Background: an optimization exercise with open tools, aiming at small area and a short achievable clock period. Do not read the settings as production practice. Function was checked by simulation only, so behaviour that the tests miss may differ from the original. No activity file was given, so power comes from the tool's default toggle rates.

**design/flow/flow/run.sh**
```bash
#!/bin/bash
# Layout flow: the standard ORFS flow (standard.sh) with these changes.
#  1. Synthesis runs ORFS's own synthesis script unchanged, but without the
#     full/half-adder cell map (ADDER_MAP_FILE empty), so that ABC maps the
#     adder logic together with the rest of the logic.
#  2. ABC runs flow/abc_area.script in place of ORFS's area script: the
#     synthesis step uses a copy of ORFS's scripts folder in which only that
#     file is replaced.
#  3. The port buffers that global placement inserts are buf_2 cells.
#  4. flow/settings.sh may set further ORFS variables for the layout steps
#     (for example a setup slack margin for timing repair).
# Each step's full output goes to a log file in this folder.
set -e
HERE=$(pwd)
rm -rf "$HERE/scripts"
cp -r "$FLOW_HOME/scripts" "$HERE/scripts"
cp "$HERE/flow/abc_area.script" "$HERE/scripts/abc_area.script"
export ADDER_MAP_FILE=
bash standard.sh SCRIPTS_DIR="$HERE/scripts" synth > "$HERE/log_synth.txt" 2>&1
export BUFFER_PORTS_ARGS="-buffer_cell sky130_fd_sc_hd__buf_2"
if [[ -f "$HERE/flow/settings.sh" ]]; then source "$HERE/flow/settings.sh"; fi
bash standard.sh finish > "$HERE/log_finish.txt" 2>&1
```
**design/flow/flow/abc_area.script**
```
strash
dch
map -D 5000
topo
stime -c
buffer -c
upsize -c
dnsize -c
```
**design/flow/standard.sh**
```bash
#!/bin/bash
# synth_recipe.tcl (not shown) runs the flow's synth.tcl, then flattens the netlist and writes it again
# the make line also repeats each setting of config.mk as NAME=value (left out here)
make -C /OpenROAD-flow-scripts/flow DESIGN_CONFIG=/design/flow/config.mk WORK_HOME=/design/flow/orfs CLKGATE_MAP_FILE= SYNTH_SCRIPT=/design/flow/synth_recipe.tcl "${@:-finish}"
```
**design/flow/config.mk**
```make
export PLATFORM = sky130hd
export DESIGN_NAME = alu
export DESIGN_NICKNAME = alu
export VERILOG_FILES = /design/flow/design.v
export SDC_FILE = /design/flow/constraint.sdc
export NUM_CORES = 4
export LEC_CHECK = 0
export ABC_AREA = 1
export CAP_MARGIN = 20
export CORE_MARGIN = 2
export CORE_UTILIZATION = 40
export SLEW_MARGIN = 20
```
**design/flow/constraint.sdc**
```tcl
create_clock -name core_clock -period 30.0 [get_ports {clk_p_i}]
set_input_delay 6.0000 -clock core_clock [delete_from_list [all_inputs] [get_ports {clk_p_i}]]
set_output_delay 6.0000 -clock core_clock [all_outputs]
set_load 0.01 [all_outputs]
```
**design/flow/design.v**
```verilog
module alu(
             clk_p_i,
             reset_n_i,
             data_a_i,
             data_b_i,
             inst_i,
             data_o
             );
      input           clk_p_i;
      input           reset_n_i;
      input   [7:0]   data_a_i;
      input   [7:0]   data_b_i;
      input   [2:0]   inst_i;
      output reg  [15:0]  data_o;
      reg     [7:0]    data_a_d1_r;
      reg     [7:0]    data_b_d1_r;
      reg     [2:0]    inst_d1_r;
      wire    [7:0]    a = data_a_d1_r;
      wire    [7:0]    b = data_b_d1_r;
      wire             op_sub = (inst_d1_r == 3'b001);
      wire             op_abs = (inst_d1_r == 3'b101);
      wire             inv    = op_sub | (op_abs & a[7]);
      wire    [7:0]    x      = op_abs ? 8'b0 : b;
      wire    [7:0]    y      = a ^ {8{inv}};
      wire    [8:0]    s;
      wire    [8:0]    sc;
      assign sc[0] = inv;
      genvar q2;
      generate for (q2 = 0; q2 < 8; q2 = q2 + 1) begin : g_add
        assign {sc[q2+1], s[q2]} = x[q2] + y[q2] + sc[q2];
      end endgenerate
      assign s[8] = sc[8];
      wire             s8     = x[7] ^ y[7] ^ s[8];
      wire    [15:0]   prod;
      wire bo_0 = b[0] ^ 1'b0;
      wire bt_0 = (b[1] & ~b[0] & ~1'b0) | (~b[1] & b[0] & 1'b0);
      wire bn_0 = b[1];
      wire pp_0_0 = ((bo_0 & a[0]) | (bt_0 & 1'b0)) ^ bn_0;
      wire pp_0_1 = ((bo_0 & a[1]) | (bt_0 & a[0])) ^ bn_0;
      wire pp_0_2 = ((bo_0 & a[2]) | (bt_0 & a[1])) ^ bn_0;
      wire pp_0_3 = ((bo_0 & a[3]) | (bt_0 & a[2])) ^ bn_0;
      wire pp_0_4 = ((bo_0 & a[4]) | (bt_0 & a[3])) ^ bn_0;
      wire pp_0_5 = ((bo_0 & a[5]) | (bt_0 & a[4])) ^ bn_0;
      wire pp_0_6 = ((bo_0 & a[6]) | (bt_0 & a[5])) ^ bn_0;
      wire pp_0_7 = ((bo_0 & a[7]) | (bt_0 & a[6])) ^ bn_0;
      wire pp_0_8 = ((bo_0 & a[7]) | (bt_0 & a[7])) ^ bn_0;
      wire ps_0 = ~pp_0_8;
      wire bo_1 = b[2] ^ b[1];
      wire bt_1 = (b[3] & ~b[2] & ~b[1]) | (~b[3] & b[2] & b[1]);
      wire bn_1 = b[3];
      wire pp_1_0 = ((bo_1 & a[0]) | (bt_1 & 1'b0)) ^ bn_1;
      wire pp_1_1 = ((bo_1 & a[1]) | (bt_1 & a[0])) ^ bn_1;
      wire pp_1_2 = ((bo_1 & a[2]) | (bt_1 & a[1])) ^ bn_1;
      wire pp_1_3 = ((bo_1 & a[3]) | (bt_1 & a[2])) ^ bn_1;
      wire pp_1_4 = ((bo_1 & a[4]) | (bt_1 & a[3])) ^ bn_1;
      wire pp_1_5 = ((bo_1 & a[5]) | (bt_1 & a[4])) ^ bn_1;
      wire pp_1_6 = ((bo_1 & a[6]) | (bt_1 & a[5])) ^ bn_1;
      wire pp_1_7 = ((bo_1 & a[7]) | (bt_1 & a[6])) ^ bn_1;
      wire pp_1_8 = ((bo_1 & a[7]) | (bt_1 & a[7])) ^ bn_1;
      wire ps_1 = ~pp_1_8;
      wire bo_2 = b[4] ^ b[3];
      wire bt_2 = (b[5] & ~b[4] & ~b[3]) | (~b[5] & b[4] & b[3]);
      wire bn_2 = b[5];
      wire pp_2_0 = ((bo_2 & a[0]) | (bt_2 & 1'b0)) ^ bn_2;
      wire pp_2_1 = ((bo_2 & a[1]) | (bt_2 & a[0])) ^ bn_2;
      wire pp_2_2 = ((bo_2 & a[2]) | (bt_2 & a[1])) ^ bn_2;
      wire pp_2_3 = ((bo_2 & a[3]) | (bt_2 & a[2])) ^ bn_2;
      wire pp_2_4 = ((bo_2 & a[4]) | (bt_2 & a[3])) ^ bn_2;
      wire pp_2_5 = ((bo_2 & a[5]) | (bt_2 & a[4])) ^ bn_2;
      wire pp_2_6 = ((bo_2 & a[6]) | (bt_2 & a[5])) ^ bn_2;
      wire pp_2_7 = ((bo_2 & a[7]) | (bt_2 & a[6])) ^ bn_2;
      wire pp_2_8 = ((bo_2 & a[7]) | (bt_2 & a[7])) ^ bn_2;
      wire ps_2 = ~pp_2_8;
      wire bo_3 = b[6] ^ b[5];
      wire bt_3 = (b[7] & ~b[6] & ~b[5]) | (~b[7] & b[6] & b[5]);
      wire bn_3 = b[7];
      wire pp_3_0 = ((bo_3 & a[0]) | (bt_3 & 1'b0)) ^ bn_3;
      wire pp_3_1 = ((bo_3 & a[1]) | (bt_3 & a[0])) ^ bn_3;
      wire pp_3_2 = ((bo_3 & a[2]) | (bt_3 & a[1])) ^ bn_3;
      wire pp_3_3 = ((bo_3 & a[3]) | (bt_3 & a[2])) ^ bn_3;
      wire pp_3_4 = ((bo_3 & a[4]) | (bt_3 & a[3])) ^ bn_3;
      wire pp_3_5 = ((bo_3 & a[5]) | (bt_3 & a[4])) ^ bn_3;
      wire pp_3_6 = ((bo_3 & a[6]) | (bt_3 & a[5])) ^ bn_3;
      wire pp_3_7 = ((bo_3 & a[7]) | (bt_3 & a[6])) ^ bn_3;
      wire pp_3_8 = ((bo_3 & a[7]) | (bt_3 & a[7])) ^ bn_3;
      wire ps_3 = ~pp_3_8;
      wire m_1, m_2; assign {m_2,m_1} = pp_0_6 + pp_1_4;
      wire m_3, m_4; assign {m_4,m_3} = pp_0_7 + pp_1_5;
      wire m_5, m_6; assign {m_6,m_5} = ps_0 + pp_1_6 + pp_2_4;
      wire m_7, m_8; assign {m_8,m_7} = pp_1_7 + pp_2_5;
      wire m_9, m_10; assign {m_10,m_9} = pp_0_4 + pp_1_2;
      wire m_11, m_12; assign {m_12,m_11} = pp_0_5 + pp_1_3;
      wire m_13, m_14; assign {m_14,m_13} = m_1 + pp_2_2 + pp_3_0;
      wire m_15, m_16; assign {m_16,m_15} = m_2 + m_3 + pp_2_3;
      wire m_17, m_18; assign {m_18,m_17} = m_4 + m_5 + pp_3_2;
      wire m_19, m_20; assign {m_20,m_19} = m_6 + m_7 + pp_3_3;
      wire m_21, m_22; assign {m_22,m_21} = m_8 + ps_1 + pp_2_6;
      wire m_23, m_24; assign {m_24,m_23} = pp_2_7 + pp_3_5;
      wire m_25, m_26; assign {m_26,m_25} = pp_0_2 + pp_1_0;
      wire m_27, m_28; assign {m_28,m_27} = pp_0_3 + pp_1_1;
      wire m_29, m_30; assign {m_30,m_29} = m_9 + pp_2_0 + bn_2;
      wire m_31, m_32; assign {m_32,m_31} = m_10 + m_11 + pp_2_1;
      wire m_33, m_34; assign {m_34,m_33} = m_12 + m_13 + bn_3;
      wire m_35, m_36; assign {m_36,m_35} = m_14 + m_15 + pp_3_1;
      wire m_37, m_38; assign {m_38,m_37} = m_16 + m_17 + 1'b1;
      wire m_39, m_40; assign {m_40,m_39} = m_18 + m_19 + 1'b1;
      wire m_41, m_42; assign {m_42,m_41} = m_20 + m_21 + pp_3_4;
      wire m_43, m_44; assign {m_44,m_43} = m_22 + m_23 + 1'b1;
      wire m_45, m_46; assign {m_46,m_45} = m_24 + ps_2 + pp_3_6;
      wire m_47, m_48; assign {m_48,m_47} = pp_3_7 + 1'b1;
      wire [15:0] mra = {1'b1,m_48,m_46,m_44,m_42,m_40,m_38,m_36,m_34,m_32,m_30,m_28,m_26,m_25,pp_0_1,pp_0_0};
      wire [15:0] mrb = {1'b0,ps_3,m_47,m_45,m_43,m_41,m_39,m_37,m_35,m_33,m_31,m_29,m_27,bn_1,1'b0,bn_0};
      wire [16:0] mc; assign mc[0] = 1'b0;
      genvar q;
      generate for (q = 0; q < 16; q = q + 1) begin : g_fin
        assign {mc[q+1], prod[q]} = mra[q] + mrb[q] + mc[q];
      end endgenerate
      wire    [7:0]    rem;
      wire    [9:0]    a1 = {2'b0, a};
      wire    [9:0]    a2 = {1'b0, a, 1'b0};
      wire    [9:0]    a3 = a1 + a2;
      genvar j;
      generate
        for (j = 1; j <= 4; j = j + 1) begin : g_div
          wire [2*j-1:0] t;
          wire [2*j-1:0] r;
          wire [2*j:0]   d1, d2, d3;
          wire           f1, f2, f3, ge1, ge2, ge3;
          if (j == 1) begin : g_first
            assign t = b[7:6];
          end else begin : g_next
            assign t = {g_div[j-1].r, b[9-2*j:8-2*j]};
          end
          assign f1 = ~|a1[9:2*j];
          assign f2 = ~|a2[9:2*j];
          assign f3 = ~|a3[9:2*j];
          assign d1 = {1'b0, t} - {1'b0, a1[2*j-1:0]};
          assign d2 = {1'b0, t} - {1'b0, a2[2*j-1:0]};
          assign d3 = {1'b0, t} - {1'b0, a3[2*j-1:0]};
          assign ge1 = f1 & ~d1[2*j];
          assign ge2 = f2 & ~d2[2*j];
          assign ge3 = f3 & ~d3[2*j];
          assign r = ge3 ? d3[2*j-1:0] : ge2 ? d2[2*j-1:0] : ge1 ? d1[2*j-1:0] : t;
        end
      endgenerate
      assign rem = g_div[4].r;
      reg     [15:0]   ALU_d2_w;
      always@ (*)
      begin
          case(inst_d1_r)
            3'b000:    ALU_d2_w = {{7{s8}}, s8, s[7:0]};
            3'b001:    ALU_d2_w = {{7{s8}}, s8, s[7:0]};
            3'b010:    ALU_d2_w = prod;
            3'b011:    ALU_d2_w = {8'b0, a & b};
            3'b100:    ALU_d2_w = {8'b0, a ^ b};
            3'b101:    ALU_d2_w = {8'b0, s[7:0]};
            3'b110:    ALU_d2_w = {8'b0, s[8:1]};
            default:   ALU_d2_w = {8'b0, rem};
          endcase
      end
      always@(posedge clk_p_i)
          data_b_d1_r <= data_b_i;
      always@(posedge clk_p_i or negedge reset_n_i)
      begin
          if (reset_n_i == 1'b0)
          begin
            data_a_d1_r <= 0;
            inst_d1_r   <= 3'b011;
            data_o <= 0;
          end
          else
          begin
            data_a_d1_r <= data_a_i;
            inst_d1_r   <= inst_i;
            data_o <= ALU_d2_w;
          end
      end
endmodule
```
==> results.py, run 1 <==
metrics = {
    "run_status": {
        "run_status": "complete, no violations",
    },
    "route": {
        "drt-total-wl_um": 16090,
        "wl_met2_um": 7204,
        "num_vias": 5557,
        "dr.pass1.iters": 5,
        "drtIter0Drc": 436,
        "wl_met3_um": 979,
        "met1_length_um": 7499,
        "drc_errors": 0,
        "routedWlPerCell_um": 15.35,
        "vias_per_cell": 5.302,
        "final_antenna_net_count": 0,
        "highest_layer": "met4",
    },
    "grt": {
        "antenna_found_initial": 0,
        "grt_max_degree": 28,
        "grt_pass1_vias": 5239,
        "grtUsageTotal": 0.2339,
        "gr-total-overflow": 0,
        "grt_pass1_wl_um": 26520,
    },
    "yosys": {
        "ys_seq_area_frac": 0.1578,
        "synth_cells": 853,
        "synth_nets": 874,
        "ys_seq_elements": 35,
        "avgSynthCellArea_um2": 6.228,
        "syn-cell-area_mm2": 0.005313,
        "async_flop_share": 0.7714,
        "synth_edf_count": 0,
        "ys.flop_type": "dfrtp_1",
        "synth_cell_types": 62,
        "ys_warn_count": 1,
    },
    "clock_network": {
        "tritoncts": "yes",
        "insertion_delay_ns": 0.31,
        "post-cts-setup-buffer-count": 0,
        "cts_resized": 0,
        "htreeDepth": 2,
        "ctsRootBufferMaster": "clkbuf_16",
        "cts_hold_buf": 0,
        "path_clk_slew_ns": 0.07,
        "cts_sinks": 35,
        "cts_made_buffers": 5,
        "cts_buffer_depth": 2,
    },
    "cells_and_area": {
        "layoutNonFillerInstCount": 1048,
        "final_cell_mix": "nor2_1 (173), nand2_1 (134), xor2_1 (84)",
        "final_cell_area_mm2": 0.005756,
        "nets": 892,
        "antenna_cells": 0,
        "areaGrowthSynthToFinish_pct": 8.337,
        "n_fill_cell": 1386,
        "mostFrequentLayoutCell": "nor2_1",
        "drive_gt1_frac": 0.1525,
    },
    "worst_hold_path": {
        "hp-start": "data_b_d1_r[0]$_DFF_P_",
        "hp-class": "reg2reg",
    },
    "power": {
        "peakVddDrop_mv": 0.02029,
        "p_per_area_mw_per_mm2": 54.49,
        "p_leak_nw": 2.637,
    },
    "floorplanning": {
        "io_pins": 37,
        "core_area_mm2": 0.01309,
        "die_x_um": 119.2,
        "die_h_um": 119.2,
        "initial_utilization": 0.4060,
        "fp-row-count": 42,
        "die_area_mm2": 0.01422,
    },
    "flow_run": {
        "max_cap_violations": 0,
    },
    "critical_path": {
        "cp_data_required_time_ns": 30.23,
        "r2r_start": "data_a_d1_r[0]$_DFF_PN0_",
        "max_stage_delay_ns": 0.74,
        "arrival_ns": 7.18,
        "path_max_fanout": 18,
        "path_common_cell": "nor2_1",
        "crit_path_start_kind": "flip-flop",
        "cp-startpoint": "data_a_d1_r[0]$_DFF_PN0_",
        "cp-end-kind": "flip-flop",
        "crit_type": "reg2reg",
        "slowest_stage": "dfrtp_1",
    },
    "sta": {
        "period_share": 0.2317,
        "slew_violations": 0,
        "worst_slew_pin_slew_ns": 0.9508,
        "min_period_ns": 6.952,
        "timing.setup.tns_ns": 0,
        "setup_viol": 0,
        "rsz0062_at_grt": "no",
        "max_freq_mhz": 143.9,
        "hold_viol": 0,
        "relSlewSlack": 0.3619,
        "clock_skew_ns": 0.01754,
    },
    "placed_design": {
        "io_buffers": 36,
        "dp_hpwl_um": 12330,
        "place_congestion": 0.9388,
        "placed_area_mm2": 0.005587,
        "numPlacedInstances": 1040,
    },
}
Yosys cell counts (6+ instances only):
cell | instances | area, um^2
o21ai_0 | 28 | 140.1
xor2_1 | 84 | 735.7
nand2_1 | 134 | 503.0
buf_2 | 11 | 55.05
o21ai_2 | 6 | 52.55
inv_1 | 64 | 240.2
nor3_1 | 12 | 60.06
a21oi_2 | 9 | 78.83
o21ai_1 | 21 | 105.1
dfrtp_1 | 25 | 625.6
o211ai_1 | 9 | 67.56
clkbuf_1 | 6 | 22.52
nand2_2 | 9 | 56.30
nand3_1 | 21 | 105.1
or2_2 | 9 | 56.30
o22ai_1 | 32 | 200.2
inv_2 | 24 | 90.09
dfxtp_1 | 8 | 160.2
nor2_2 | 11 | 68.82
xnor2_1 | 21 | 183.9
nor2_1 | 173 | 649.4
a21oi_1 | 50 | 250.2
maj3_1 | 11 | 110.1
sequential cells by signal, summed over array words and instances (netlist names):
register     flops
data_b_d1_r      8
data_o          16
data_a_d1_r      8
inst_d1_r        3
through the flow:
stage / hold WS (ns) / setup WS (ns) / power, mW / util
finish: 0.7474 / 23.05 / 0.3136 / 0.4399
global route: 0.7891 / 22.22 / 0.3432 / 0.4399
CTS: 0.7442 / 23.12 / 0.3138 / 0.4399
detailed placement: 0.7282 / 23.13 / 0.2499 / 0.4269
global placement: 0.7402 / 23.28 / 0.2488 / 0.4269
floorplan: 0.6354 / 23.62 / 0.2127 / -
cell families after synthesis:
logic type | count (synthesis) | share of synthesized area
AO/OA/AOI/OAI | 192 | 0.2327
adder cells (fa/ha/maj) | 12 | 0.02285
flip-flops | 35 | 0.1578
XOR/XNOR | 108 | 0.1844
buffers and inverters | 116 | 0.08855
AND/OR/NAND/NOR | 390 | 0.3137
layout make-up:
class	instances	area [um^2]	share of cell area
clock buffer	5	125.1	0.02174
inverter	91	344.1	0.05978
clock inverter	3	43.79	0.007609
multi-input combinational	702	4004	0.6957
timing repair buffer	36	180.2	0.03130
tap	176	220.2	0.03826
sequential	35	838.3	0.1457
path summary, 6_finish.rpt:
kind / to / depth (start not counted) / slack (ns)
hold / removal: data_o[0]$_DFF_PN0_ / 2 / 0.75
hold reg to reg: data_o[0]$_DFF_PN0_ / 2 / 0.75
setup reg to reg: data_o[6]$_DFF_PN0_ / 39 / 23.05
setup / recovery: data_o[6]$_DFF_PN0_ / 39 / 23.05
min in group asynchronous: data_o[6]$_DFF_PN0_ / 1 / 5.74
max in group asynchronous: data_a_d1_r[1]$_DFF_PN0_ / 1 / 23.79
per-layer routing:
layer	vias up	global-route usage
met5	-	0
met4	0	0.08408
met3	24	0.04167
met2	182	0.3811
met1	2509	0.3095
li1	2842	-
power by group:
group          switching [mW]  internal [mW]
Combinational           0.118         0.0733
Sequential            0.00560         0.0535
Clock                  0.0237         0.0392
Total                   0.148          0.166
worst max-delay path: cells and delay by family (launching register included):
kind	cells	cell delay, ns
flops	1	0.74
xor+xnor	2	0.40
buf+inv	5	0.80
simple gates	15	2.42
compound gates	17	2.48
==> run 2, diff against run 1 <==
==> design/flow/flow/abc_area.script (replaced) <==
strash
dch
amap
topo
stime -c
buffer -c
upsize -c
dnsize -c
--- a/design/flow/config.mk
+++ b/design/flow/config.mk
@@ -9,4 +9,5 @@
 export CAP_MARGIN = 20
 export CORE_MARGIN = 2
 export CORE_UTILIZATION = 40
+export GPL_TIMING_DRIVEN = 0
 export SLEW_MARGIN = 20
==> run 2 against run 1 <==
Effect of this change:
- combinational power decreased by about 20%
- wire length increased by 6.2%
- clock skew decreased by 0.0015 ns
- final area decreased by 3.7%
- first-iteration DRC count increased by 3.7%
- core utilization increased by 1.9 points
- sequential share of layout area increased by 0.57 points
- largest cell class unchanged
==> results.py, run 2 <==
metrics = {
    "sta": {
        "max_freq_mhz": 131.1,
        "period_share": 0.2543,
        "slew_violations": 0,
        "clock_skew_ns": 0.01607,
        "worst_slew_pin_slew_ns": 1.030,
        "hold_viol": 0,
        "timing.final.ws_setup_ns": 22.37,
        "timing.setup.tns_ns": 0,
        "relSlewSlack": 0.3092,
        "setup_viol": 0,
        "min_period_ns": 7.628,
        "rsz0062_at_grt": "no",
    },
    "critical_path": {
        "path_max_fanout": 10,
        "crit_path_start_kind": "flip-flop",
        "arrival_ns": 7.74,
        "crit_type": "reg2reg",
        "path_common_cell": "a21oi_1",
        "cp_data_required_time_ns": 30.12,
        "cp-end-kind": "flip-flop",
        "max_stage_delay_ns": 0.73,
        "crit_buf_inv": 7,
        "cp-startpoint": "data_a_d1_r[7]$_DFF_PN0_",
        "cpLargestDelayFamily": "compound AO/OA/AOI/OAI gates",
        "slowest_stage": "a32oi_1",
        "r2r_start": "data_a_d1_r[7]$_DFF_PN0_",
    },
    "yosys": {
        "synth_cells": 795,
        "synth_nets": 816,
        "synth_edf_count": 0,
        "yosysTopAreaCellShare": 0.1257,
        "avgSynthCellArea_um2": 6.259,
        "synth_top_area_cell": "dfrtp_1",
        "ys_seq_elements": 35,
        "ys.flop_type": "dfrtp_1",
        "synth.area.top_cells": "dfrtp_1 (13%), nor2_1 (10%), a21oi_1 (9.7%)",
        "ys_seq_area_frac": 0.1685,
        "async_flop_share": 0.7714,
        "synthTopCellsByCount": "nor2_1 (132), a21oi_1 (96), o21ai_0 (93)",
        "syn-cell-area_mm2": 0.004976,
        "synth_cell_types": 67,
        "synth.most_common_cell": "nor2_1",
        "ys_warn_count": 1,
    },
    "power": {
        "peakVddDrop_mv": 0.03216,
        "p_per_area_mw_per_mm2": 48.55,
        "p_leak_nw": 2.211,
    },
    "grt": {
        "antenna_found_initial": 0,
        "gr-total-overflow": 0,
        "grt_pass1_wl_um": 27230,
        "grt_pass1_vias": 5422,
        "grtUsageTotal": 0.2605,
        "grt_max_degree": 28,
    },
    "clock_network": {
        "cts_made_buffers": 5,
        "htreeDepth": 2,
        "path_clk_slew_ns": 0.05,
        "cts_hold_buf": 0,
        "cts_resized": 0,
        "ctsRootBufferMaster": "clkbuf_16",
        "tritoncts": "yes",
        "cts_sinks": 35,
        "insertion_delay_ns": 0.30,
        "cts_buffer_depth": 2,
        "post-cts-setup-buffer-count": 0,
    },
    "route": {
        "drtIter0Drc": 452,
        "dr.pass1.iters": 6,
        "num_vias": 5970,
        "routedWlPerCell_um": 16.97,
        "drc_errors": 0,
        "final_antenna_net_count": 0,
        "drt-total-wl_um": 17090,
        "vias_per_cell": 5.929,
    },
    "cells_and_area": {
        "finish.utilization": 0.4593,
        "final_cell_area_mm2": 0.005540,
        "final_cell_mix": "nor2_1 (132), a21oi_1 (96), o21ai_0 (93)",
        "register_area_um2": 838.3,
        "largest_register": "data_o",
        "top_regs": "data_o (16), data_a_d1_r (8), data_b_d1_r (8)",
        "largest_reg_flops": 16,
        "layoutNonFillerInstCount": 1007,
        "nets": 859,
        "areaGrowthSynthToFinish_pct": 11.34,
        "antenna_cells": 0,
        "multi_input_area_mm2": 0.003691,
        "n_fill_cell": 1306,
        "mostFrequentLayoutCell": "nor2_1",
        "drive_gt1_frac": 0.1740,
    },
    "floorplanning": {
        "die_h_um": 115.5,
        "io_pins": 37,
        "fp-row-count": 40,
        "initial_utilization": 0.4126,
        "core_area_mm2": 0.01206,
        "die_area_mm2": 0.01335,
        "die_x_um": 115.5,
    },
    "placed_design": {
        "io_buffers": 36,
        "placed_area_mm2": 0.005366,
        "numPlacedInstances": 999,
        "dp_hpwl_um": 13280,
        "dp_worst_setup_slack_ns": 22.61,
        "place_congestion": 0.9389,
    },
    "worst_hold_path": {
        "hp-start": "data_b_d1_r[0]$_DFF_P_",
        "hp-class": "reg2reg",
    },
    "flow_run": {
        "max_cap_violations": 0,
    },
    "run_status": {
        "run_status": "complete, no violations",
    },
}
[run 2: cell types whose count changed after synthesis, moves of 11 or more]
cell	delta
o221ai_1	+11
nand2_1	-57
a21oi_1	+46
xor2_1	-82
nand3_1	-18
nor2_1	-41
o22ai_1	+41
clkbuf_1	+12
o21ai_0	+65
maj3_1	-11
o21ai_1	-14
xnor2_1	-21
[run 2: area by class of cell]
class / instances / area share
clock buffer: 5 / 0.02258
clock inverter: 3 / 0.007904
tap: 168 / 0.03794
sequential: 35 / 0.1513
buffer: 33 / 0.02936
inverter: 77 / 0.05217
timing repair buffer: 36 / 0.03252
multi-input combinational: 650 / 0.6662
[run 2: where the power goes]
part	leakage (nW)	total (mW)	switching [mW]	internal, mW
registers	0.396	0.0548	0.00231	0.0525
logic	1.73	0.153	0.0995	0.0534
clock network	0.0838	0.0613	0.0221	0.0392
[run 2: cell families (layout without fill, tap and decap cells)]
family	Yosys count	in the layout	synth area share
buf+inv	110	154	0.09077
simple gates	271	271	0.2416
xor+xnor	2	2	0.003521
compound gates	377	377	0.4956
flops	35	35	0.1685
[run 2: through the flow]
step	hold slack (ns)	power (mW)
2_1_floorplan	0.6129	0.1727
3_3_place_gp	0.7168	0.2026
3_5_place_dp	0.6985	0.2059
4_1_cts	0.7178	0.2681
5_1_grt	0.8083	0.2912
6_report	0.7251	0.2690
[run 2: worst reg2reg max path: cells and delay by family, from the launching register on]
family          cells  cell delay [ns]
compound gates     19             4.35
buf+inv             7             1.24
flops               1             0.52
simple gates       10             1.34
[run 2: final timing paths]
check	endpoint	slack [ns]	depth (start not counted)
max	data_o[5]$_DFF_PN0_	22.37	36
min	data_o[0]$_DFF_PN0_	0.73	2
max reg2reg	data_o[5]$_DFF_PN0_	22.37	36
min reg2reg	data_o[0]$_DFF_PN0_	0.73	2
max in group asynchronous	data_o[5]$_DFF_PN0_	23.79	1
min in group asynchronous	data_a_d1_r[3]$_DFF_PN0_	5.74	1
[run 2: per-layer routing]
metal  up-vias  wire, um  global-route usage
li1       3011         -                   -
met5         -         0                   0
met2       224      7654              0.4160
met4         0       658              0.1213
met3        53      1182             0.04184
met1      2682      7592              0.3447
==> run 3, diff against run 2 <==
==> design/flow/flow/settings.sh (new file) <==
export SETUP_SLACK_MARGIN=23.25
export SETUP_MOVE_SEQUENCE=sizeup,swap,buffer
==> run 3 against run 2 <==
Effect of this change:
- setup slack improved by 0.69 ns
- first-iteration DRC count decreased by 0.44%
- clock power is essentially flat
- largest cell class unchanged
- still clean
- wire length increased by 8.3%
- synthesized cell count unchanged
- die area unchanged
- core utilization increased by 8.3 points
==> results.py, run 3 <==
metrics = {
    "floorplanning": {
        "core_area_mm2": 0.01206,
        "die_x_um": 115.5,
        "fp-row-count": 40,
        "die_area_mm2": 0.01335,
        "io_pins": 37,
        "die_h_um": 115.5,
        "initial_utilization": 0.4126,
    },
    "cells_and_area": {
        "multi_input_area_mm2": 0.004140,
        "largest_reg_flops": 16,
        "largest_register": "data_o",
        "nets": 922,
        "mostFrequentLayoutCell": "nor2_1",
        "register_area_um2": 844.6,
        "top_regs": "data_o (16), data_a_d1_r (8), data_b_d1_r (8)",
        "n_fill_cell": 1210,
        "drive_gt1_frac": 0.3182,
        "antenna_cells": 0,
        "areaGrowthSynthToFinish_pct": 31.51,
        "final_cell_mix": "nor2_1 (121), o21ai_0 (90), a21oi_1 (79)",
    },
    "yosys": {
        "avgSynthCellArea_um2": 6.259,
        "synth_cell_types": 67,
        "synth_edf_count": 0,
        "synth_cells": 795,
        "ys_seq_elements": 35,
        "synth.most_common_cell": "nor2_1",
        "synthTopCellsByCount": "nor2_1 (132), a21oi_1 (96), o21ai_0 (93)",
        "synth_top_area_cell": "dfrtp_1",
        "synth_nets": 816,
        "async_flop_share": 0.7714,
        "syn-cell-area_mm2": 0.004976,
        "ys_warn_count": 1,
        "ys_seq_area_frac": 0.1685,
        "yosysTopAreaCellShare": 0.1257,
        "ys.flop_type": "dfrtp_1",
        "synth.area.top_cells": "dfrtp_1 (13%), nor2_1 (10%), a21oi_1 (9.7%)",
    },
    "route": {
        "final_antenna_net_count": 0,
        "drt-total-wl_um": 18510,
        "dr.pass1.iters": 7,
        "num_vias": 6385,
        "drc_errors": 0,
        "routedWlPerCell_um": 17.30,
        "drtIter0Drc": 450,
        "vias_per_cell": 5.967,
    },
    "critical_path": {
        "max_stage_delay_ns": 0.47,
        "crit_buf_inv": 5,
        "arrival_ns": 7.04,
        "cp_data_required_time_ns": 30.10,
        "cp-end-kind": "flip-flop",
        "path_max_fanout": 10,
        "cpLargestDelayFamily": "compound AO/OA/AOI/OAI gates",
        "slowest_stage": "a2111oi_4",
        "path_common_cell": "nor2_2",
        "crit_type": "reg2reg",
        "crit_path_start_kind": "flip-flop",
    },
    "placed_design": {
        "dp_worst_setup_slack_ns": 22.61,
        "place_congestion": 0.9389,
        "dp_hpwl_um": 13280,
        "io_buffers": 36,
    },
    "sta": {
        "hold_viol": 0,
        "clock_skew_ns": 0.01663,
        "timing.final.ws_setup_ns": 23.06,
        "min_period_ns": 6.942,
        "max_freq_mhz": 144.1,
        "setup_viol": 0,
        "worst_slew_pin_slew_ns": 0.8953,
        "slew_violations": 0,
        "period_share": 0.2314,
        "whs_ns": 0.6748,
        "relSlewSlack": 0.4031,
        "rsz0062_at_grt": "yes",
        "timing.setup.tns_ns": 0,
    },
    "grt": {
        "grt_pass1_vias": 5621,
        "gr-total-overflow": 0,
        "grt_pass1_wl_um": 28370,
        "grtUsageTotal": 0.2710,
        "grt_max_degree": 28,
        "antenna_found_initial": 0,
    },
    "clock_network": {
        "cts_hold_buf": 0,
        "tritoncts": "yes",
        "path_clk_slew_ns": 0.07,
        "cts_buffer_depth": 2,
        "ctsRootBufferMaster": "clkbuf_16",
        "cts_sinks": 35,
        "htreeDepth": 2,
        "cts_made_buffers": 5,
        "insertion_delay_ns": 0.30,
    },
    "flow_run": {
        "max_cap_violations": 0,
    },
    "worst_hold_path": {
        "hp-class": "reg2reg",
    },
    "power": {
        "peakVddDrop_mv": 0.05279,
        "p_per_area_mw_per_mm2": 46.34,
        "power.total_mw": 0.3033,
        "p_leak_nw": 2.618,
    },
    "run_status": {
        "run_status": "complete, no violations",
    },
}
[run 3: cell type report]
cell class	instances	area share
multi-input cells	650	0.6327
flip-flops and latches	35	0.1291
repair buffers	99	0.1015
inverters	77	0.04857
well taps	168	0.03212
plain buffers	33	0.03021
clock buffers	5	0.01912
clock inverters	3	0.006692
[run 3: logic make-up after synthesis]
| family | count (synthesis) | share of synthesized area |
|---|---|---|
| AOI/OAI and AO/OA | 377 | 0.4956 |
| buffers and inverters | 110 | 0.09077 |
| DFF | 35 | 0.1685 |
| xor gates and xnor gates | 2 | 0.003521 |
| and+or+nand+nor | 271 | 0.2416 |
[run 3: timing repair]
action	4_1_cts	5_1_grt
endpoints found under the hold margin	0	0
resized for setup	41	87
setup endpoints to repair	24	28
pin swaps	16	56
setup buffers	21	42
[run 3: final timing paths]
path                                               start                  endpoint  slack (ns)  depth (start not counted)
worst max register to register  data_a_d1_r[0]$_DFF_PN0_       data_o[6]$_DFF_PN0_       23.06                         36
min in group asynchronous                      reset_n_i  data_a_d1_r[3]$_DFF_PN0_        5.73                          1
worst min register to register    data_b_d1_r[0]$_DFF_P_       data_o[0]$_DFF_PN0_        0.67                          2
max in group asynchronous                      reset_n_i  data_a_d1_r[7]$_DFF_PN0_       23.75                          1
worst max-delay path            data_a_d1_r[0]$_DFF_PN0_       data_o[6]$_DFF_PN0_       23.06                         36
worst min-delay path              data_b_d1_r[0]$_DFF_P_       data_o[0]$_DFF_PN0_        0.67                          2
[run 3: per-layer routing]
metal / share of wire / routed length (um) / track usage
met1: 0.42 / 7734 / 0.3584
met2: 0.46 / 8597 / 0.4343
met3: 0.076 / 1405 / 0.03347
met4: 0.042 / 773 / 0.1390
met5: 0 / 0 / 0
[run 3: metrics by stage]
stage / utilization / cells / instance area (um^2)
after floorplan: - / 795 / 4976
after global placement: 0.4449 / 999 / 5366
after detailed placement: 0.4449 / 999 / 5366
after CTS: 0.4888 / 1028 / 5896
after global routing: 0.5425 / 1070 / 6544
final: 0.5425 / 1070 / 6544
[run 3: tightest hold or removal path: stages, from the launching register on]
cell and delay (ns):
dfxtp_2 0.40, o221ai_1 0.13, o2111ai_1 0.11
[run 3: report_power, final]
part	switching, mW	internal, mW
logic	0.113	0.0737
registers	0.00227	0.0525
clock network	0.0223	0.0392
total	0.138	0.165
==> run 4, diff against run 3 <==
==> design/flow/flow/abc_area.script (replaced) <==
strash
dch
map -D 5000
topo
stime -c
buffer -c
upsize -c
dnsize -c
--- a/design/flow/config.mk
+++ b/design/flow/config.mk
@@ -8,6 +8,7 @@
 export ABC_AREA = 1
 export CAP_MARGIN = 20
 export CORE_MARGIN = 2
-export CORE_UTILIZATION = 40
+export CORE_UTILIZATION = 60
+export CTS_BUF_LIST = sky130_fd_sc_hd__clkbuf_8
 export GPL_TIMING_DRIVEN = 0
 export SLEW_MARGIN = 20
removed: design/flow/flow/settings.sh
==> run 4 against run 3 <==
Effect of this change:
- fmax is 1.9% higher
- largest cell class unchanged
- sequential share of layout area rose by 1.8 points
- area after synthesis rose by 6.8%
- largest power group unchanged
- critical endpoint is now data_o[1]
- die area down 28%
==> results.py, run 4 <==
metrics = {
    "yosys": {
        "synth_cell_types": 62,
        "synthAdderAreaFrac": 0.02285,
        "syn-cell-area_mm2": 0.005313,
        "synth.most_common_cell": "nor2_1",
        "synthMuxAreaShare": 0,
        "ys_seq_elements": 35,
        "ys_seq_area_frac": 0.1578,
        "synthTopCellsByCount": "nor2_1 (173), nand2_1 (134), xor2_1 (84)",
        "synth_top_area_cell": "xor2_1",
        "synth_simple_gate_area_frac": 0.3137,
        "synth_compound_area_frac": 0.2327,
        "ys_warn_count": 1,
        "synth_cells": 853,
        "yosys.area_share.xor_xnor": 0.1844,
        "avgSynthCellArea_um2": 6.228,
        "synth_top_family_by_area": "simple AND/OR/NAND/NOR gates",
        "synth_edf_count": 0,
        "ys.flop_type": "dfrtp_1",
        "async_flop_share": 0.7714,
        "synth.area.top_cells": "xor2_1 (14%), nor2_1 (12%), dfrtp_1 (12%)",
        "synth_nets": 874,
        "yosysTopAreaCellShare": 0.1385,
    },
    "sta": {
        "setup_viol": 0,
        "whs_ns": 0.7315,
        "timing.setup.tns_ns": 0,
        "hold_viol": 0,
        "slew_violations": 0,
        "clock_skew_ns": 0.008910,
        "period_share": 0.2270,
        "max_freq_mhz": 146.8,
        "min_period_ns": 6.810,
        "rsz0062_at_grt": "no",
        "relSlewSlack": 0.3546,
        "worst_slew_pin_slew_ns": 0.9607,
    },
    "clock_network": {
        "ctsRootBufferMaster": "clkbuf_8",
        "cts_hold_buf": 0,
        "path_clk_slew_ns": 0.09,
        "cts_resized": 0,
        "cts_sinks": 35,
        "insertion_delay_ns": 0.30,
        "post-cts-setup-buffer-count": 0,
        "cts_made_buffers": 5,
        "htreeDepth": 2,
        "cts_buffer_depth": 2,
        "tritoncts": "yes",
    },
    "cells_and_area": {
        "final_cell_area_mm2": 0.005709,
        "areaGrowthSynthToFinish_pct": 7.466,
        "largest_register": "data_o",
        "mostFrequentLayoutCell": "nor2_1",
        "largest_reg_flops": 16,
        "nets": 917,
        "antenna_cells": 0,
        "final_cell_mix": "nor2_1 (173), nand2_1 (134), xor2_1 (84)",
        "top_regs": "data_o (16), data_a_d1_r (8), data_b_d1_r (8)",
        "drive_gt1_frac": 0.1628,
    },
    "route": {
        "final_antenna_net_count": 0,
        "drt-total-wl_um": 16280,
        "routedWlPerCell_um": 16.20,
        "vias_per_cell": 5.942,
        "num_vias": 5972,
        "dr.pass1.iters": 8,
        "drtIter0Drc": 462,
        "drc_errors": 0,
    },
    "floorplanning": {
        "fp-row-count": 34,
        "die_area_mm2": 0.009623,
        "initial_utilization": 0.6152,
        "die_h_um": 98.10,
        "die_x_um": 98.10,
        "core_area_mm2": 0.008636,
        "io_pins": 37,
    },
    "grt": {
        "grt_max_degree": 28,
        "antenna_found_initial": 0,
        "grtUsageTotal": 0.3382,
        "grt_pass1_wl_um": 26320,
        "grt_pass1_vias": 5535,
        "gr-total-overflow": 0,
    },
    "critical_path": {
        "cp_data_required_time_ns": 24.00,
        "r2r-end": "data_o[6]$_DFF_PN0_",
        "reg2reg_depth": 39,
        "crit_buf_inv": 1,
        "crit_type": "reg2out",
        "cp-end-kind": "primary output",
        "r2r_start": "data_a_d1_r[2]$_DFF_PN0_",
        "arrival_ns": 0.81,
        "regToRegSetupSlack_ns": 23.54,
        "crit_path_start_kind": "flip-flop",
        "cpLargestDelayFamily": "flip-flops",
        "cp-startpoint": "data_o[1]$_DFF_PN0_",
        "path_max_fanout": 1,
        "max_stage_delay_ns": 0.37,
        "cp_cell_sequence": "buf_2",
        "slowest_stage": "dfrtp_1",
    },
    "worst_hold_path": {
        "hp-start": "data_b_d1_r[0]$_DFF_P_",
        "hp-class": "reg2reg",
        "hold_path_depth": 2,
        "hold_path_end": "data_o[0]$_DFF_PN0_",
    },
    "power": {
        "netSwitchingPower_mw": 0.1455,
        "p_seq_frac": 0.193,
        "p_per_area_mw_per_mm2": 50.71,
        "peakVddDrop_mv": 0.02286,
        "p_clk_frac": 0.125,
        "power_frac_comb": 0.682,
        "power.share.switching": 0.5026,
        "p_leak_nw": 2.679,
        "p_int_mw": 0.1440,
    },
    "flow_run": {
        "max_cap_violations": 0,
    },
    "placed_design": {
        "place_congestion": 1.002,
        "placed_area_mm2": 0.005628,
        "io_buffers": 36,
        "dp_hpwl_um": 12690,
    },
    "run_status": {
        "run_status": "complete, no violations",
    },
}
## run 4: how the worst max path moves through the flow
| stage | cells after the start | slack (ns) | endpoint |
|---|---|---|---|
| 2_1_floorplan | 0 | 23.62 | data_o[0] |
| 3_3_place_gp | 1 | 23.47 | data_a_d1_r[5]$_DFF_PN0_ |
| 3_5_place_dp | 1 | 23.44 | data_a_d1_r[5]$_DFF_PN0_ |
| 4_1_cts | 1 | 23.20 | data_o[7] |
| 5_1_grt | 38 | 23.00 | data_o[0]$_DFF_PN0_ |
| 6_report | 1 | 23.19 | data_o[1] |
## run 4: power groups by stage
| stage | clock network [mW] | registers, mW | logic [mW] |
|---|---|---|---|
| finish | 0.0361 | 0.0560 | 0.197 |
| global route | 0.0378 | 0.0566 | 0.222 |
| CTS | 0.0361 | 0.0560 | 0.195 |
| detailed placement | 0 | 0.0569 | 0.194 |
| global placement | 0 | 0.0569 | 0.188 |
| floorplan | 0 | 0.0595 | 0.153 |
## run 4: tightest hold or removal path: stages (launching register included)
cell and delay [ns]:
dfxtp_1 0.39, a21oi_1 0.17, o221ai_1 0.13
## run 4: cells by family after synthesis
group,Yosys count
buffers and inverters,116
flip-flops,35
AO/OA/AOI/OAI,192
XOR/XNOR,108
adder cells (fa/ha/maj),12
AND/OR/NAND/NOR,390
## run 4: through the flow
step / worst slack (ns) / utilization / total power, mW / instances
finish: 23.19 / 0.6611 / 0.2895 / 1005
CTS: 23.20 / 0.6611 / 0.2872 / 1005
floorplan: 23.62 / - / 0.2127 / 853
detailed placement: 23.44 / 0.6517 / 0.2513 / 997
global placement: 23.47 / 0.6517 / 0.2448 / 997
global route: 23.00 / 0.6611 / 0.3163 / 1005
## run 4: layout make-up
cell class,instances,area [um^2]
clock inverter,3,12.51
sequential,35,838.3
clock buffer,5,68.82
inverter,91,344.1
tap,108,135.1
multi-input combinational,702,4004
fill,841,2927
timing repair buffer,36,180.2
buffer,25,126.4
## run 4: routing by layer
layer,vias to the layer above,GRT usage,wire [um]
met4,0,0.1613,747
li1,2896,-,-
met2,303,0.5732,7653
met5,-,0,0
met3,67,0.03579,1388
met1,2706,0.4300,6492
==> run 5, diff against run 4 <==
--- a/design/flow/config.mk
+++ b/design/flow/config.mk
@@ -10,5 +10,7 @@
 export CORE_MARGIN = 2
 export CORE_UTILIZATION = 60
 export CTS_BUF_LIST = sky130_fd_sc_hd__clkbuf_8
+export CTS_CLUSTER_DIAMETER = 500
+export CTS_CLUSTER_SIZE = 100
 export GPL_TIMING_DRIVEN = 0
 export SLEW_MARGIN = 20
==> run 5 against run 4 <==
Effect of this change:
- still clean
- wire length did not move
- setup slack unchanged
- cell count did not move
- global-route usage is the same
- largest cell class unchanged
==> results.py, run 5 <==
metrics = {
    "cells_and_area": {
        "top_regs": "data_o (16), data_a_d1_r (8), data_b_d1_r (8)",
        "final_cell_mix": "nor2_1 (173), nand2_1 (134), xor2_1 (84)",
        "nets": 917,
        "antenna_cells": 0,
        "largest_reg_flops": 16,
        "n_fill_cell": 841,
        "mostFrequentLayoutCell": "nor2_1",
        "finish.utilization": 0.6611,
        "areaGrowthSynthToFinish_pct": 7.466,
        "drive_gt1_frac": 0.1628,
        "largest_register": "data_o",
        "layoutNonFillerInstCount": 1005,
    },
    "route": {
        "final_antenna_net_count": 0,
        "vias_per_cell": 5.942,
        "drtIter0Drc": 462,
        "drt-total-wl_um": 16280,
        "num_vias": 5972,
        "routedWlPerCell_um": 16.20,
        "drc_errors": 0,
        "dr.pass1.iters": 8,
    },
    "clock_network": {
        "path_clk_slew_ns": 0.09,
        "cts_buffer_depth": 2,
        "cts_sinks": 35,
        "post-cts-setup-buffer-count": 0,
        "tritoncts": "yes",
        "cts_made_buffers": 5,
        "cts_resized": 0,
        "cts_hold_buf": 0,
        "ctsRootBufferMaster": "clkbuf_8",
        "htreeDepth": 2,
        "insertion_delay_ns": 0.30,
    },
    "critical_path": {
        "cpLargestDelayFamily": "flip-flops",
        "crit_buf_inv": 1,
        "r2r-end": "data_o[6]$_DFF_PN0_",
        "regToRegSetupSlack_ns": 23.54,
        "cp_cell_sequence": "buf_2",
        "arrival_ns": 0.81,
        "slowest_stage": "dfrtp_1",
        "reg2reg_depth": 39,
        "max_stage_delay_ns": 0.37,
        "crit_type": "reg2out",
        "crit_path_start_kind": "flip-flop",
        "path_max_fanout": 1,
        "cp_data_required_time_ns": 24.00,
        "cp-end-kind": "primary output",
        "r2r_start": "data_a_d1_r[2]$_DFF_PN0_",
    },
    "sta": {
        "hold_viol": 0,
        "slew_violations": 0,
        "min_period_ns": 6.810,
        "rsz0062_at_grt": "no",
        "relSlewSlack": 0.3546,
        "timing.setup.tns_ns": 0,
        "clock_skew_ns": 0.008910,
        "period_share": 0.2270,
        "timing.final.ws_setup_ns": 23.19,
        "whs_ns": 0.7315,
        "setup_viol": 0,
        "worst_slew_pin_slew_ns": 0.9607,
        "max_freq_mhz": 146.8,
    },
    "power": {
        "p_leak_nw": 2.679,
        "peakVddDrop_mv": 0.02286,
        "p_per_area_mw_per_mm2": 50.71,
    },
    "yosys": {
        "avgSynthCellArea_um2": 6.228,
        "syn-cell-area_mm2": 0.005313,
        "ys_seq_elements": 35,
        "synth_cell_types": 62,
        "synthTopCellsByCount": "nor2_1 (173), nand2_1 (134), xor2_1 (84)",
        "async_flop_share": 0.7714,
        "ys.flop_type": "dfrtp_1",
        "ys_warn_count": 1,
        "synth_nets": 874,
        "ys_seq_area_frac": 0.1578,
        "synth_top_area_cell": "xor2_1",
        "yosysTopAreaCellShare": 0.1385,
        "synth_edf_count": 0,
        "synth.area.top_cells": "xor2_1 (14%), nor2_1 (12%), dfrtp_1 (12%)",
        "synth_cells": 853,
        "synth.most_common_cell": "nor2_1",
    },
    "floorplanning": {
        "die_h_um": 98.10,
        "io_pins": 37,
        "die_area_mm2": 0.009623,
        "fp-row-count": 34,
        "die_x_um": 98.10,
        "initial_utilization": 0.6152,
        "core_area_mm2": 0.008636,
    },
    "flow_run": {
        "max_cap_violations": 0,
    },
    "placed_design": {
        "numPlacedInstances": 997,
        "place_congestion": 1.002,
        "io_buffers": 36,
        "dp_hpwl_um": 12690,
        "dp_worst_setup_slack_ns": 23.44,
    },
    "grt": {
        "grt_pass1_vias": 5535,
        "gr-total-overflow": 0,
        "grt_pass1_wl_um": 26320,
        "grt_max_degree": 28,
        "antenna_found_initial": 0,
        "grtUsageTotal": 0.3382,
    },
    "run_status": {
        "run_status": "complete, no violations",
    },
    "worst_hold_path": {
        "hold_path_end": "data_o[0]$_DFF_PN0_",
        "hold_path_depth": 2,
        "hp-start": "data_b_d1_r[0]$_DFF_P_",
        "hp-class": "reg2reg",
    },
}
-- run 5: cell counts after synthesis --
No cell type changed its count.
-- run 5: final cells by class --
cell class | count | area [um^2] | share of cell area
inverters | 91 | 344.1 | 0.06027
flip-flops and latches | 35 | 838.3 | 0.1468
clock buffers | 5 | 68.82 | 0.01205
clock inverters | 3 | 12.51 | 0.002192
well taps | 108 | 135.1 | 0.02367
repair buffers | 36 | 180.2 | 0.03156
plain buffers | 25 | 126.4 | 0.02213
multi-input cells | 702 | 4004 | 0.7013
-- run 5: per-layer routing --
metal / up-vias / routed length, um / track usage
li1: 2896 / - / -
met1: 2706 / 6492 / 0.4300
met2: 303 / 7653 / 0.5732
met3: 67 / 1388 / 0.03579
met4: 0 / 747 / 0.1613
met5: - / 0 / 0
-- run 5: kinds of logic after synthesis --
family / after synthesis / share of synthesized area
AND/OR/NAND/NOR: 390 / 0.3137
AO/OA/AOI/OAI: 192 / 0.2327
buffers and inverters: 116 / 0.08855
XOR/XNOR: 108 / 0.1844
flip-flops: 35 / 0.1578
adder cells (fa/ha/maj): 12 / 0.02285
-- run 5: worst max path at each step --
stage | start | to | cells past startpoint
after floorplan | data_o[0]$_DFF_PN0_ | data_o[0] | 0
final | data_o[1]$_DFF_PN0_ | data_o[1] | 1
after global placement | reset_n_i | data_a_d1_r[5]$_DFF_PN0_ | 1
after CTS | data_o[7]$_DFF_PN0_ | data_o[7] | 1
after global routing | data_a_d1_r[2]$_DFF_PN0_ | data_o[0]$_DFF_PN0_ | 38
after detailed placement | reset_n_i | data_a_d1_r[5]$_DFF_PN0_ | 1
-- run 5: through the flow --
stage | power [mW] | area (um^2)
final | 0.2895 | 5709
after global routing | 0.3163 | 5709
after CTS | 0.2872 | 5709
after detailed placement | 0.2513 | 5628
after global placement | 0.2448 | 5628
after floorplan | 0.2127 | 5313
-- run 5: report_power, final --
part	leakage, nW	internal, mW	switching, mW	total (mW)
logic	2.23	0.0749	0.123	0.197
registers	0.397	0.0534	0.00258	0.0560
clock network	0.0505	0.0157	0.0204	0.0361
total	2.68	0.144	0.145	0.289
==> run 6, diff against run 5 <==
--- a/design/flow/config.mk
+++ b/design/flow/config.mk
@@ -9,7 +9,7 @@
 export CAP_MARGIN = 20
 export CORE_MARGIN = 2
 export CORE_UTILIZATION = 60
-export CTS_BUF_LIST = sky130_fd_sc_hd__clkbuf_8
+export CTS_BUF_LIST = sky130_fd_sc_hd__clkbuf_16
 export CTS_CLUSTER_DIAMETER = 500
 export CTS_CLUSTER_SIZE = 100
 export GPL_TIMING_DRIVEN = 0
==> run 6 against run 5 <==
Effect of this change:
- critical path depth is the same
- sequential power is essentially flat
- fmax grew 0.43%
- critical path type unchanged
==> results.py, run 6 <==
metrics = {
    "yosys": {
        "syn-cell-area_mm2": 0.005313,
        "synth_cells": 853,
        "synth_nets": 874,
        "synth_edf_count": 0,
        "ys.flop_type": "dfrtp_1",
        "synth_top_area_cell": "xor2_1",
        "synth_cell_types": 62,
        "yosysTopAreaCellShare": 0.1385,
        "avgSynthCellArea_um2": 6.228,
        "ys_warn_count": 1,
        "async_flop_share": 0.7714,
        "ys_seq_elements": 35,
        "synth.area.top_cells": "xor2_1 (14%), nor2_1 (12%), dfrtp_1 (12%)",
        "synthTopCellsByCount": "nor2_1 (173), nand2_1 (134), xor2_1 (84)",
        "ys_seq_area_frac": 0.1578,
        "synth.most_common_cell": "nor2_1",
    },
    "route": {
        "final_antenna_net_count": 0,
        "dr.pass1.iters": 5,
        "num_vias": 5955,
        "drt-total-wl_um": 16400,
        "drtIter0Drc": 407,
        "drc_errors": 0,
        "vias_per_cell": 5.925,
        "routedWlPerCell_um": 16.32,
    },
    "cells_and_area": {
        "nets": 917,
        "drive_gt1_frac": 0.1628,
        "largest_reg_flops": 16,
        "mostFrequentLayoutCell": "nor2_1",
        "largest_register": "data_o",
        "areaGrowthSynthToFinish_pct": 8.526,
        "top_regs": "data_o (16), data_a_d1_r (8), data_b_d1_r (8)",
        "final_cell_mix": "nor2_1 (173), nand2_1 (134), xor2_1 (84)",
        "layoutNonFillerInstCount": 1005,
        "antenna_cells": 0,
    },
    "sta": {
        "slew_violations": 0,
        "clock_skew_ns": 0.007147,
        "rsz0062_at_grt": "no",
        "period_share": 0.2260,
        "max_freq_mhz": 147.5,
        "hold_viol": 0,
        "setup_viol": 0,
        "worst_slew_pin_slew_ns": 1.038,
        "relSlewSlack": 0.3027,
        "timing.setup.tns_ns": 0,
        "timing.final.ws_setup_ns": 23.22,
        "min_period_ns": 6.781,
    },
    "worst_hold_path": {
        "hold_path_depth": 2,
        "hp-class": "reg2reg",
        "hold_path_end": "data_o[0]$_DFF_PN0_",
        "hp-start": "data_b_d1_r[0]$_DFF_P_",
    },
    "clock_network": {
        "post-cts-setup-buffer-count": 0,
        "cts_made_buffers": 5,
        "cts_buffer_depth": 2,
        "insertion_delay_ns": 0.29,
        "htreeDepth": 2,
        "ctsRootBufferMaster": "clkbuf_16",
        "cts_resized": 0,
        "tritoncts": "yes",
        "cts_sinks": 35,
        "path_clk_slew_ns": 0.06,
        "cts_hold_buf": 0,
    },
    "floorplanning": {
        "core_area_mm2": 0.008636,
        "initial_utilization": 0.6152,
        "die_x_um": 98.10,
        "die_h_um": 98.10,
        "io_pins": 37,
        "die_area_mm2": 0.009623,
        "fp-row-count": 34,
    },
    "critical_path": {
        "r2r-end": "data_o[6]$_DFF_PN0_",
        "reg2reg_depth": 39,
        "crit_path_start_kind": "flip-flop",
        "slowest_stage": "dfrtp_1",
        "cpLargestDelayFamily": "flip-flops",
        "arrival_ns": 0.78,
        "cp_data_required_time_ns": 24.00,
        "r2r_start": "data_a_d1_r[2]$_DFF_PN0_",
        "max_stage_delay_ns": 0.36,
        "crit_buf_inv": 1,
        "path_max_fanout": 1,
        "cp-end-kind": "primary output",
        "regToRegSetupSlack_ns": 23.52,
        "cp-startpoint": "data_o[12]$_DFF_PN0_",
        "cp_cell_sequence": "buf_2",
        "crit_type": "reg2out",
    },
    "flow_run": {
        "max_cap_violations": 0,
    },
    "power": {
        "p_per_area_mw_per_mm2": 53.08,
        "peakVddDrop_mv": 0.02286,
        "p_leak_nw": 2.705,
    },
    "placed_design": {
        "dp_worst_setup_slack_ns": 23.44,
        "numPlacedInstances": 997,
        "place_congestion": 1.002,
        "dp_hpwl_um": 12690,
        "io_buffers": 36,
    },
    "grt": {
        "gr-total-overflow": 0,
        "grt_max_degree": 28,
        "grtUsageTotal": 0.3398,
        "grt_pass1_wl_um": 26360,
        "grt_pass1_vias": 5574,
        "antenna_found_initial": 0,
    },
    "run_status": {
        "run_status": "complete, no violations",
    },
}
## run 6: cells by family after synthesis
family / after synthesis / share of synthesized area
AO/OA/AOI/OAI: 192 / 0.2327
XOR/XNOR: 108 / 0.1844
adder cells (fa/ha/maj): 12 / 0.02285
buffers and inverters: 116 / 0.08855
flip-flops: 35 / 0.1578
AND/OR/NAND/NOR: 390 / 0.3137
## run 6: tightest hold or removal path, delay by kind of cell (launching register included)
kind | cells | cell delay (ns)
AOI/OAI and AO/OA | 2 | 0.30
DFF | 1 | 0.38
## run 6: cell type report
type,instances,area (um^2)
clock inverter,3,12.51
buffer,25,126.4
timing repair buffer,36,180.2
multi-input combinational,702,4004
inverter,91,344.1
sequential,35,838.3
clock buffer,5,125.1
fill,830,2870
tap,108,135.1
## run 6: how the worst max path moves through the flow
stage / end / slack, ns / cells after the start
floorplan: data_o[0] / 23.62 / 0
detailed placement: data_a_d1_r[5]$_DFF_PN0_ / 23.44 / 1
global route: data_o[0]$_DFF_PN0_ / 23.01 / 38
finish: data_o[12] / 23.22 / 1
global placement: data_a_d1_r[5]$_DFF_PN0_ / 23.47 / 1
CTS: data_o[12] / 23.22 / 1
## run 6: routing by layer
layer / share of wire / track usage / vias to the layer above
li1: - / - / 2903
met1: 0.40 / 0.4242 / 2704
met2: 0.47 / 0.5753 / 288
met3: 0.087 / 0.04080 / 60
met4: 0.044 / 0.1752 / 0
met5: 0 / 0 / -
## run 6: per-stage QoR
stage / cell area (um^2) / power (mW) / hold slack [ns] / util
6_report: 5766 / 0.3060 / 0.7234 / 0.6676
5_1_grt: 5766 / 0.3325 / 0.7905 / 0.6676
4_1_cts: 5766 / 0.3032 / 0.7047 / 0.6676
3_5_place_dp: 5628 / 0.2513 / 0.7012 / 0.6517
3_3_place_gp: 5628 / 0.2448 / 0.7014 / 0.6517
2_1_floorplan: 5313 / 0.2127 / 0.6354 / -
## run 6: power breakdown
| group | total, mW | internal (mW) | leakage (nW) | switching (mW) |
|---|---|---|---|---|
| combinational | 0.198 | 0.0749 | 2.23 | 0.123 |
| clock | 0.0520 | 0.0301 | 0.0762 | 0.0219 |
| sequential | 0.0560 | 0.0535 | 0.397 | 0.00258 |
| total | 0.306 | 0.158 | 2.70 | 0.148 |
==> run 7, diff against run 6 <==
==> design/flow/config.mk (replaced) <==
export PLATFORM = sky130hd
export DESIGN_NAME = alu
export DESIGN_NICKNAME = alu
export VERILOG_FILES = /design/flow/design.v
export SDC_FILE = /design/flow/constraint.sdc
export NUM_CORES = 4
export LEC_CHECK = 0
export ABC_AREA = 1
export CAP_MARGIN = 20
export CORE_MARGIN = 2
export CORE_UTILIZATION = 40
export GPL_TIMING_DRIVEN = 0
export SLEW_MARGIN = 20
==> run 7 against run 6 <==
Effect of this change:
- non-clock buffer count did not move
- sequential power barely moved
- clock power rose by 3%
- synthesized cell count did not move
- combinational power barely moved
- area after synthesis did not move
- first-iteration DRC count rose by 24%
- hold slack improved by 0.020 ns
- core utilization fell by 22 points
- largest cell class unchanged
- critical path type unchanged
- critical path depth did not move
- die area rose by 48%
==> results.py, run 7 <==
metrics = {
    "floorplanning": {
        "io_pins": 37,
        "die_x_um": 119.2,
        "initial_utilization": 0.4060,
        "fp-row-count": 42,
        "die_h_um": 119.2,
        "core_area_mm2": 0.01309,
        "die_area_mm2": 0.01422,
    },
    "yosys": {
        "synthAdderAreaFrac": 0.02285,
        "async_flop_share": 0.7714,
        "synth_simple_gate_area_frac": 0.3137,
        "synthTopCellsByCount": "nor2_1 (173), nand2_1 (134), xor2_1 (84)",
        "synth_top_area_cell": "xor2_1",
        "synthMuxAreaShare": 0,
        "synth.most_common_cell": "nor2_1",
        "synth_cells": 853,
        "synth_compound_area_frac": 0.2327,
        "avgSynthCellArea_um2": 6.228,
        "yosysTopAreaCellShare": 0.1385,
        "ys.flop_type": "dfrtp_1",
        "synth_edf_count": 0,
        "synth_cell_types": 62,
        "yosys.area_share.xor_xnor": 0.1844,
        "ys_seq_area_frac": 0.1578,
        "synth_top_family_by_area": "simple AND/OR/NAND/NOR gates",
        "ys_seq_elements": 35,
        "synth_nets": 874,
        "syn-cell-area_mm2": 0.005313,
        "ys_warn_count": 1,
        "synth.area.top_cells": "xor2_1 (14%), nor2_1 (12%), dfrtp_1 (12%)",
    },
    "route": {
        "final_antenna_net_count": 0,
        "num_vias": 5641,
        "drc_errors": 0,
        "drt-total-wl_um": 16190,
        "routedWlPerCell_um": 15.09,
        "dr.pass1.iters": 7,
        "drtIter0Drc": 506,
        "vias_per_cell": 5.257,
    },
    "cells_and_area": {
        "nets": 917,
        "drive_gt1_frac": 0.1639,
        "final_cell_area_mm2": 0.005854,
        "layoutNonFillerInstCount": 1073,
        "finish.utilization": 0.4474,
        "largest_reg_flops": 16,
        "final_cell_mix": "nor2_1 (173), nand2_1 (134), xor2_1 (84)",
        "antenna_cells": 0,
        "mostFrequentLayoutCell": "nor2_1",
        "areaGrowthSynthToFinish_pct": 10.20,
        "largest_register": "data_o",
        "top_regs": "data_o (16), data_a_d1_r (8), data_b_d1_r (8)",
    },
    "sta": {
        "rsz0062_at_grt": "no",
        "slew_violations": 0,
        "hold_viol": 0,
        "clock_skew_ns": 0.02416,
        "relSlewSlack": 0.4000,
        "whs_ns": 0.7439,
        "timing.final.ws_setup_ns": 23.20,
        "worst_slew_pin_slew_ns": 0.8932,
        "timing.setup.tns_ns": 0,
        "period_share": 0.2266,
        "min_period_ns": 6.797,
        "setup_viol": 0,
        "max_freq_mhz": 147.1,
    },
    "clock_network": {
        "htreeDepth": 2,
        "cts_buffer_depth": 2,
        "post-cts-setup-buffer-count": 0,
        "insertion_delay_ns": 0.31,
        "cts_hold_buf": 0,
        "cts_resized": 0,
        "cts_sinks": 35,
        "tritoncts": "yes",
        "path_clk_slew_ns": 0.08,
        "ctsRootBufferMaster": "clkbuf_16",
        "cts_made_buffers": 5,
    },
    "critical_path": {
        "max_stage_delay_ns": 0.36,
        "cpLargestDelayFamily": "flip-flops",
        "crit_path_start_kind": "flip-flop",
        "crit_buf_inv": 1,
        "cp_data_required_time_ns": 24.00,
        "cp_cell_sequence": "buf_2",
        "arrival_ns": 0.80,
        "reg2reg_depth": 37,
        "slowest_stage": "dfrtp_1",
        "cp-end-kind": "primary output",
        "crit_cells": 1,
        "path_max_fanout": 1,
        "crit_type": "reg2out",
    },
    "grt": {
        "grt_max_degree": 28,
        "gr-total-overflow": 0,
        "antenna_found_initial": 0,
        "grt_pass1_vias": 5171,
        "grtUsageTotal": 0.2368,
        "grt_pass1_wl_um": 26540,
    },
    "placed_design": {
        "numPlacedInstances": 1065,
        "dp_hpwl_um": 12540,
        "place_congestion": 0.9313,
        "dp_worst_setup_slack_ns": 23.44,
        "io_buffers": 36,
        "placed_area_mm2": 0.005713,
    },
    "power": {
        "peakVddDrop_mv": 0.02024,
        "power.total_mw": 0.3039,
        "p_leak_nw": 2.695,
        "p_per_area_mw_per_mm2": 51.92,
    },
    "run_status": {
        "run_status": "complete, no violations",
    },
    "flow_run": {
        "max_cap_violations": 0,
    },
    "worst_hold_path": {
        "hold_path_depth": 2,
        "hp-class": "reg2reg",
    },
}
## run 7: cells by family (layout without fill, tap and decap cells)
| kind of cell | count (synthesis) | after routing |
|---|---|---|
| DFF | 35 | 35 |
| adders and majority gates | 12 | 12 |
| xor gates and xnor gates | 108 | 108 |
| and+or+nand+nor | 390 | 390 |
| buffers and inverters | 116 | 160 |
| AOI/OAI and AO/OA | 192 | 192 |
## run 7: cell type report
cell class | count | area (um^2)
Clock inverter | 2 | 12.51
Sequential cell | 35 | 838.3
Buffer | 25 | 126.4
Clock buffer | 6 | 128.9
Multi-Input combinational cell | 702 | 4004
Timing Repair Buffer | 36 | 180.2
Inverter | 91 | 344.1
Fill cell | 1399 | 7231
Tap cell | 176 | 220.2
## run 7: final timing paths
check                                                end                     start  slack (ns)
worst max-delay path                          data_o[15]      data_o[15]$_DFF_PN0_       23.20
worst min-delay path                 data_o[0]$_DFF_PN0_    data_b_d1_r[0]$_DFF_P_        0.74
worst max register to register       data_o[6]$_DFF_PN0_  data_a_d1_r[3]$_DFF_PN0_       23.56
worst min register to register       data_o[0]$_DFF_PN0_    data_b_d1_r[0]$_DFF_P_        0.74
max in group asynchronous       data_a_d1_r[6]$_DFF_PN0_                 reset_n_i       23.82
min in group asynchronous           data_o[15]$_DFF_PN0_                 reset_n_i        5.72
## run 7: routing by layer
metal  global-route usage  wire [um]
met1               0.3273       7672
met2               0.3797       7119
met3              0.03017        957
met4              0.08110        443
met5                    0          0
## run 7: report_power, final
part / switching, mW / total (mW) / leakage, nW / internal (mW)
Clock: 0.0226 / 0.0533 / 0.0669 / 0.0307
Combinational: 0.120 / 0.195 / 2.23 / 0.0749
Sequential: 0.00234 / 0.0558 / 0.397 / 0.0535
Total: 0.145 / 0.304 / 2.70 / 0.159
## run 7: worst register-to-register path: cells and delay by family (launching register included)
kind                      cells  cell delay, ns
and+or+nand+nor              14            1.81
AOI/OAI and AO/OA            15            2.74
xor gates and xnor gates      3            0.57
buffers and inverters         5            0.78
DFF                           1            0.40

==> what the ideal ports hide <==
No port has a modelled driver above. Below, the same layouts with a new extraction and two added sets of constraints.
Step 1 sets driving cells, clkbuf_16 on the clock port and buf_2 on the other inputs (assumed; they add their load-dependent delay and slew).
Step 2, shift: input delay + t, output delay - t, t = (earliest + latest rising clock arrival at the registers) / 2. This alone moves slack from input paths to output paths.
a / b / c = ideal / step 1 / step 2; a / b = the first two.
run	t (ns)	setup slack, ns	clock arrival spread, ns
run 1	0.344	23.048 / 23.048 / 23.048	0.018 / 0.018
run 2	0.329	22.372 / 22.372 / 22.372	0.016 / 0.016
run 3	0.331	23.058 / 23.058 / 23.058	0.017 / 0.016
run 4	0.329	23.190 / 23.157 / 23.485	0.009 / 0.009
run 5	0.329	23.190 / 23.157 / 23.485	0.009 / 0.009
run 6	0.320	23.219 / 23.182 / 23.482	0.007 / 0.007
run 7	0.334	23.203 / 23.164 / 23.498	0.025 / 0.024
After both steps setup and hold are still met in every run listed. The worst setup slack also covers recovery checks on asynchronous resets.
